This is an optimization exercise on Yosys and OpenROAD, whose aim is a short achievable clock period and few clock cycles, not a production implementation. Function was checked by simulation only, so behaviour that the tests miss may differ from the original. Power is estimated from default activity; no workload was simulated.

==> inputs of v9 <==
// cpu
module cpu(
    input clk, reset,
    output [5:0] imem_addr,
    input [38:0] imem_data,
    output reg halted,
    input [6:0] dbg_addr,
    output [31:0] dbg_data
    );
localparam NOP = 0, INCR = 1, LTR = 2, NTR = 3, LTM = 4, SUB = 5, JLZ = 6, PTR = 7, SWP = 8, JMP = 9, HLT = 15;
reg [5:0] pc;
reg [5:0] pf;             
reg lz;
reg [38:0] ea, eb, em;    
reg ea_v, eb_v, em_v;     
reg ea_late, eb_late, em_late;    
reg [1:0] m_pos;          
reg        chk;           
reg        chk_sub;       
reg [5:0]  jt;            
reg [31:0] xo_oh, xe_oh;  
reg        x0;            
wire [3:0] opa = ea_v ? ea[38:35] : NOP;
wire [2:0] a1a = ea[34:32];
wire [2:0] a2a = ea[31:29];
wire [3:0] opb = eb_v ? eb[38:35] : NOP;
wire [2:0] a1b = eb[34:32];
wire [2:0] a2b = eb[31:29];
wire [3:0] opm = em_v ? em[38:35] : NOP;
wire [2:0] a2m = em[31:29];
wire [31:0] litm = em[31:0];
wire [31:0] raa, rba, rab, rbb, rf, rdbg;
wire [2:0] fa1;
wire       wena, wenb, wenm;
wire [2:0] waa, wab;
wire [31:0] wda, wdb, m0, m1;
reg_file GPR (
    .clk(clk), .reset(reset),
    .wenA(wena), .AdrWriteA(waa), .DATAA(wda),
    .wenB(wenb), .AdrWriteB(wab), .DATAB(wdb),
    .wenM(wenm), .AdrWriteM(a2m), .DATAM0(m0), .DATAM1(m1), .MPos(m_pos),
    .AdrA0(a1a), .AdrA1(a2a), .AdrB0(a1b), .AdrB1(a2b), .AdrF(fa1), .AdrDbg(dbg_addr[2:0]),
    .OperandA0(raa), .OperandA1(rba), .OperandB0(rab), .OperandB1(rbb), .OperandF(rf),
    .OperandDbg(rdbg)
);
wire [32:0] diffa = {1'b0, raa} - {1'b0, rba};
wire [32:0] diffb = {1'b0, rab} - {1'b0, rbb};
wire lz_chk = !chk_sub ? lz : (opa == SUB) ? diffa[32] : diffb[32];
wire redirect = chk && !lz_chk;
wire lz_new = (opa == SUB && !(ea_late && redirect)) ? diffa[32] :
              (opb == SUB && !(eb_late && redirect)) ? diffb[32] : lz;
wire e_sub = (opa == SUB) || (opb == SUB);
function [31:0] alu_res;
    input [3:0] op;
    input [31:0] ra, lit;
    input [32:0] diff;
    case (op)
        INCR:    alu_res = ra + 32'd1;
        LTR:     alu_res = lit;
        SUB:     alu_res = diff[31:0];
        default: alu_res = 32'd0;
    endcase
endfunction
function alu_w;
    input [3:0] op;
    alu_w = (op == INCR || op == LTR || op == NTR || op == SUB);
endfunction
assign wena = alu_w(opa) && !(ea_late && redirect);
assign wenb = alu_w(opb) && !(eb_late && redirect);
assign waa = (opa == SUB) ? 3'd4 : a1a;
assign wab = (opb == SUB) ? 3'd4 : a1b;
  ...
clock: 10.0 ns
lec_check: 0
cap_margin: 20
cell_pad_in_sites_detail_placement: 1
core_margin: 2
core_utilization: 30
place_density: 0.45
setup_slack_margin: 3.5
slew_margin: 20
tns_end_percent: 20
run.sh (not shown) runs the stock make flow with config.mk's settings and CLKGATE_MAP_FILE= SYNTH_SCRIPT=/design/flow/synth_recipe.tcl, a recipe that flattens the netlist after the stock synthesis.
==> inputs of v12, as changes to v9 <==
--- a/flow/design.v
+++ b/flow/design.v
@@ -19,15 +19,16 @@
     input  [2:0] AdrF,
     input  [2:0] AdrDbg,
     output [31:0] OperandA0,
     output [31:0] OperandA1,
     output [31:0] OperandB0,
     output [31:0] OperandB1,
     output [31:0] OperandF,
-    output [31:0] OperandDbg
+    output [31:0] OperandDbg,
+    output [35:0] Low6           
     );
     reg [31:0] GPR [2:7];
     function [31:0] rd;
         input [2:0] a;
         begin
             if (a == 3'd0)
                 rd = 32'd0;
@@ -55,26 +56,28 @@
                 GPR[i] <= (AdrWriteM == i) ? DATAM0 : DATAM1;
     assign OperandA0 = rd(AdrA0);
     assign OperandA1 = rd(AdrA1);
     assign OperandB0 = rd(AdrB0);
     assign OperandB1 = rd(AdrB1);
     assign OperandF = rd(AdrF);
     assign OperandDbg = rd(AdrDbg);
+    assign Low6 = {GPR[7][5:0], GPR[6][5:0], GPR[5][5:0], GPR[4][5:0], GPR[3][5:0], GPR[2][5:0]};
 endmodule
 `timescale 1ns / 1ps
 module cpu(
     input clk, reset,
     output [5:0] imem_addr,
     input [38:0] imem_data,
     output reg halted,
     input [6:0] dbg_addr,
     output [31:0] dbg_data
     );
 localparam NOP = 0, INCR = 1, LTR = 2, NTR = 3, LTM = 4, SUB = 5, JLZ = 6, PTR = 7, SWP = 8, JMP = 9, HLT = 15;
 reg [5:0] pc;
+reg [15:0] pq;            
 reg [5:0] pf;             
 reg lz;
 reg [38:0] ea, eb, em;    
 reg ea_v, eb_v, em_v;     
 reg ea_late, eb_late, em_late;    
 reg [1:0] m_pos;          
 reg        chk;           
@@ -88,25 +91,26 @@
 wire [3:0] opb = eb_v ? eb[38:35] : NOP;
 wire [2:0] a1b = eb[34:32];
 wire [2:0] a2b = eb[31:29];
 wire [3:0] opm = em_v ? em[38:35] : NOP;
 wire [2:0] a2m = em[31:29];
 wire [31:0] litm = em[31:0];
 wire [31:0] raa, rba, rab, rbb, rf, rdbg;
+wire [35:0] rlo;
 wire [2:0] fa1;
 wire       wena, wenb, wenm;
 wire [2:0] waa, wab;
 wire [31:0] wda, wdb, m0, m1;
 reg_file GPR (
     .clk(clk), .reset(reset),
     .wenA(wena), .AdrWriteA(waa), .DATAA(wda),
     .wenB(wenb), .AdrWriteB(wab), .DATAB(wdb),
     .wenM(wenm), .AdrWriteM(a2m), .DATAM0(m0), .DATAM1(m1), .MPos(m_pos),
     .AdrA0(a1a), .AdrA1(a2a), .AdrB0(a1b), .AdrB1(a2b), .AdrF(fa1), .AdrDbg(dbg_addr[2:0]),
-    .OperandA0(raa), .OperandA1(rba), .OperandB0(rab), .OperandB1(rbb), .OperandF(rf),
+    .OperandA0(raa), .OperandA1(rba), .OperandB0(rab), .OperandB1(rbb), .OperandF(rf), .Low6(rlo),
     .OperandDbg(rdbg)
 );
 wire [32:0] diffa = {1'b0, raa} - {1'b0, rba};
 wire [32:0] diffb = {1'b0, rab} - {1'b0, rbb};
 wire lz_chk = !chk_sub ? lz : (opa == SUB) ? diffa[32] : diffb[32];
 wire redirect = chk && !lz_chk;
 wire lz_new = (opa == SUB && !(ea_late && redirect)) ? diffa[32] :
@@ -148,31 +152,23 @@
         SUB:     alu_lo = ra - rb;
         default: alu_lo = 6'd0;
     endcase
 endfunction
 wire [5:0] ea_lo = alu_lo(opa, raa[5:0], rba[5:0], ea[5:0]);
 wire [5:0] eb_lo = alu_lo(opb, rab[5:0], rbb[5:0], eb[5:0]);
 reg [31:0] mem [0:63];
-wire dbg_mem = halted && dbg_addr[6];
-wire [31:0] se, so;
 genvar g;
-generate
-    for (g = 0; g < 32; g = g + 1) begin : bank_sel
-        assign se[g] = xe_oh[g] || (dbg_mem && dbg_addr[5:0] == 2 * g);
-        assign so[g] = xo_oh[g] || (dbg_mem && dbg_addr[5:0] == 2 * g + 1);
-    end
-endgenerate
 integer j;
 reg [31:0] me, mo;
 always @(*) begin
     me = 32'd0;
     mo = 32'd0;
     for (j = 0; j < 32; j = j + 1) begin
-        me = me | ({32{se[j]}} & mem[2 * j]);
-        mo = mo | ({32{so[j]}} & mem[2 * j + 1]);
+        me = me | ({32{xe_oh[j]}} & mem[2 * j]);
+        mo = mo | ({32{xo_oh[j]}} & mem[2 * j + 1]);
     end
 end
 assign m0 = x0 ? mo : me;    
 assign m1 = x0 ? me : mo;    
 wire m_go = !(em_late && redirect);
 wire [31:0] wd_even = (opm == LTM) ? litm : mo;
 wire [31:0] wd_odd  = (opm == LTM) ? litm : me;
@@ -183,24 +179,33 @@
     if (!reset)
         for (i = 0; i < 32; i = i + 1) begin
             if (wr_even && xe_oh[i])
                 mem[2 * i] <= wd_even;
             if (wr_odd && xo_oh[i])
                 mem[2 * i + 1] <= wd_odd;
         end
-assign dbg_data = me | mo | (dbg_addr[6] ? 32'd0 : rdbg);
+assign dbg_data = dbg_addr[6] ? mem[dbg_addr[5:0]] : rdbg;
 reg [38:0] cw [0:63];
 reg [63:0] cv;
-wire [3:0] pcq  = pc[5:2];
-wire [3:0] pcq1 = pc[5:2] + 4'd1;
+function [15:0] rows;
+    input [5:0] p;
+    reg [3:0] q, q1;
+    integer b;
+    begin
+        q = p[5:2];
+        q1 = p[5:2] + 4'd1;
+        for (b = 0; b < 4; b = b + 1)
+            rows[4 * b +: 4] = (b >= p[1:0]) ? q : q1;
+    end
+endfunction
 wire [38:0] bw [0:3];      
 wire [3:0]  bv;
 generate
     for (g = 0; g < 4; g = g + 1) begin : cache_bank
-        wire [3:0] q = (g >= pc[1:0]) ? pcq : pcq1;
+        wire [3:0] q = pq[4 * g +: 4];
         assign bw[g] = cw[{q, g[1:0]}];
         assign bv[g] = cv[{q, g[1:0]}];
     end
 endgenerate
 wire [38:0] sw [0:3];
 wire [3:0]  sv;
 generate
@@ -307,15 +312,28 @@
 wire mv3 = in3 && is_mem[3];
 wire f_mem = mv0 || mv1 || mv2 || mv3;
 wire [38:0] fm = is_mem[0] ? w[0] : is_mem[1] ? w[1] : is_mem[2] ? w[2] : w[3];
 assign fa1 = fm[34:32];
 wire fa1_rw = fa1[2:1] != 2'b00;
 wire ea_wr = alu_w(opa) && waa == fa1;
 wire eb_wr = alu_w(opb) && wab == fa1;
-wire [5:0] fx = (fa1_rw && eb_wr) ? eb_lo : (fa1_rw && ea_wr) ? ea_lo : rf[5:0];
+wire [191:0] rf_oh;       
+wire [5:0] rf_x0;
+generate
+    for (g = 0; g < 6; g = g + 1) begin : rdec
+        assign rf_oh[32 * g +: 32] = 32'd1 << rlo[6 * g + 1 +: 5];
+        assign rf_x0[g] = rlo[6 * g];
+    end
+endgenerate
+wire [31:0] ea_oh = 32'd1 << ea_lo[5:1];
+wire [31:0] eb_oh = 32'd1 << eb_lo[5:1];
+wire [31:0] f_rf_oh = fa1_rw ? rf_oh[32 * (fa1 - 3'd2) +: 32] : 32'd1;
+wire        f_rf_x0 = fa1_rw ? rf_x0[fa1 - 3'd2] : fa1[0];
+wire [31:0] f_xo_oh = (fa1_rw && eb_wr) ? eb_oh : (fa1_rw && ea_wr) ? ea_oh : f_rf_oh;
+wire        f_x0 = (fa1_rw && eb_wr) ? eb_lo[0] : (fa1_rw && ea_wr) ? ea_lo[0] : f_rf_x0;
 wire stall = f_mem && fa1_rw && opm == PTR && (a2m == fa1 || a2m + 3'd1 == fa1);
 wire sa0 = is_alu[0];
 wire sa1 = !is_alu[0] && is_alu[1];
 wire sa2 = !is_alu[0] && !is_alu[1] && is_alu[2];
 wire sa3 = !is_alu[0] && !is_alu[1] && !is_alu[2] && is_alu[3];
 wire [38:0] fa_w = sa0 ? w[0] : sa1 ? w[1] : sa2 ? w[2] : w[3];
 wire fa_v = (sa0 && in0) || (sa1 && in1) || (sa2 && in2) || (sa3 && in3);
@@ -338,27 +356,32 @@
 wire late1 = kv0;
 wire late2 = kv0 || kv1;
 wire late3 = kv0 || kv1 || kv2;
 wire a_late = (sa1 && late1) || (sa2 && late2) || (sa3 && late3);
 wire b_late = (sb1 && late1) || (sb2 && late2) || (sb3 && late3);
 wire m_late = (sm1 && late1) || (sm2 && late2) || (sm3 && late3);
 wire [1:0] f_m_pos = sm1 ? nalu1 : sm2 ? nalu2 : sm3 ? nalu3 : 2'd0;
-wire [5:0] npc = (is_hlt[0] || stall) ? pc :
-                 end0 ? w[0][34:29] :
-                 !in1 ? pc + 6'd1 :
-                 end1 ? w[1][34:29] :
-                 !in2 ? pc + 6'd2 :
-                 end2 ? w[2][34:29] :
-                 !in3 ? pc + 6'd3 :
-                 end3 ? w[3][34:29] : pc + 6'd4;
+function [21:0] with_rows;
+    input [5:0] p;
+    with_rows = {p, rows(p)};
+endfunction
+wire [21:0] npc = (is_hlt[0] || stall) ? {pc, pq} :
+                  end0 ? with_rows(w[0][34:29]) :
+                  !in1 ? with_rows(pc + 6'd1) :
+                  end1 ? with_rows(w[1][34:29]) :
+                  !in2 ? with_rows(pc + 6'd2) :
+                  end2 ? with_rows(w[2][34:29]) :
+                  !in3 ? with_rows(pc + 6'd3) :
+                  end3 ? with_rows(w[3][34:29]) : with_rows(pc + 6'd4);
+wire [21:0] jt_rows = with_rows(jt);
 always @(posedge clk)
     if (reset)
-        pc <= 6'd0;
+        {pc, pq} <= 22'd0;
     else if (!halted)
-        pc <= redirect ? jt : npc;
+        {pc, pq} <= redirect ? jt_rows : npc;
 always @(posedge clk)
     if (reset) begin
         ea_v <= 1'b0;
         eb_v <= 1'b0;
         em_v <= 1'b0;
         chk <= 1'b0;
         halted <= 1'b0;
@@ -381,19 +404,14 @@
     em <= fm;
     jt <= f_jt;
     chk_sub <= f_chk_sub;
     ea_late <= a_late;
     eb_late <= b_late;
     em_late <= m_late;
     m_pos <= f_m_pos;
-    x0 <= fx[0];
+    x0 <= f_x0;
+end
+always @(posedge clk) begin
+    xo_oh <= f_xo_oh;
+    xe_oh <= f_x0 ? {f_xo_oh[30:0], f_xo_oh[31]} : f_xo_oh;
 end
-wire [4:0] fxe = fx[5:1] + {4'd0, fx[0]};
-always @(posedge clk)
-    if (halted || is_hlt[0]) begin
-        xo_oh <= 32'd0;
-        xe_oh <= 32'd0;
-    end else begin
-        xo_oh <= 32'd1 << fx[5:1];
-        xe_oh <= 32'd1 << fxe;
-    end
 endmodule
--- a/flow/config.mk
+++ b/flow/config.mk
@@ -6,10 +6,10 @@
 export NUM_CORES = 4
 export LEC_CHECK = 0
 export CAP_MARGIN = 20
 export CELL_PAD_IN_SITES_DETAIL_PLACEMENT = 1
 export CORE_MARGIN = 2
 export CORE_UTILIZATION = 30
 export PLACE_DENSITY = 0.45
-export SETUP_SLACK_MARGIN = 3.5
+export SETUP_SLACK_MARGIN = 3.8
 export SLEW_MARGIN = 20
-export TNS_END_PERCENT = 20
+export TNS_END_PERCENT = 25
==> summary of the runs <==
Of v9 and v12, v12 has the higher worst hold slack (gap 0.0027 ns). In v9 the critical path depth is higher than in v12, by 18. Between v9 and v12, the lower setup slack is in v9 (gap 0.27 ns). v12 ran to the end with violations: antenna rules. v9 went through all stages and came out clean. Of v9 and v12, v12 has the higher synthesized area (gap 5.3%, measured against v12). Against v9, the combinational power of v12 is lower by 26%. First-iteration DRC count: v12 is higher than v9 (about 80%). In v12 the maximum frequency is higher than in v9, by about 3.7%. Against v9, the global-route usage of v12 is higher by 7.6 points.
==> figures <==
|  | v9 | v12 |
|---|---|---|
| Multiplexer fraction of the synthesized cell area | 9.80% | 10.8% |
| Share of cells above drive strength 1 | 26.7% | 26.7% |
| Status | timing/DRC/antenna clean | complete, but fails checks |
| Layout check failures | - | antenna rules |
| Via count of the first global-routing pass | 163000 | 184000 |
| Worst min-delay path endpoint | cv[11]$_SDFFE_PP0N_ | cv[23]$_SDFFE_PP0N_ |
| Syn Std Cell Area | 221000 um2 | 234000 um2 |
| Routing usage on met1 | 37.5% | 44.8% |
| Flip-flop and latch share of the layout cell area | 52.6% | 50.4% |
| Post-route cell area | 277000 um2 | 291000 um2 |
| Post-Route Skew | 0.125 ns | 0.179 ns |
| Adder-cell share of the synthesized area | 0.661% | 0.711% |
| Required time at the worst-slack endpoint | 11.04 ns | 8.00 ns |
| Cells after DPL | 25700 | 27200 |
| Overall fraction of global-route tracks in use | 27.7% | 35.3% |
| Power Combinational | 62.4 mW | 46.1 mW |
| Internal reg-to-reg setup slack | 2.44 ns | 3.44 ns |
| Power density relative to cell area | 404 nW/um2 | 325 nW/um2 |
Testbench counts of v9, summed over its fixed seeds: cycles 25,956.
Testbench counts of v12, summed over its fixed seeds: cycles 25,956.

port drivers added, routing unchanged:
The flow's constraints put no driver on any port. The routed layouts listed below were extracted and timed again, unchanged, in two steps. Step 1: set_driving_cell puts a clkbuf_16 on clk and a buf_2 on each other input, an assumption about the parent block. Step 2 times the ports against the registers' clock, not the clock port: input delays grow and output delays shrink by t, the midpoint of the rising clock arrivals with the driver on. a / b / c = ideal ports / drivers / drivers and shift; a / b = the first two.
| run | t (ns) | slack for setup (ns) | worst setup path after step 2 |
|---|---|---|---|
| v9 | 1.252 | 2.443 / 2.443 / 2.443 | register to register |
| v12 | 1.308 | 2.711 / 2.427 / 2.427 | input to output |
The setup slack of v12, which loses most, moves by -0.284 ns with the drivers and by -0.284 ns with both steps.
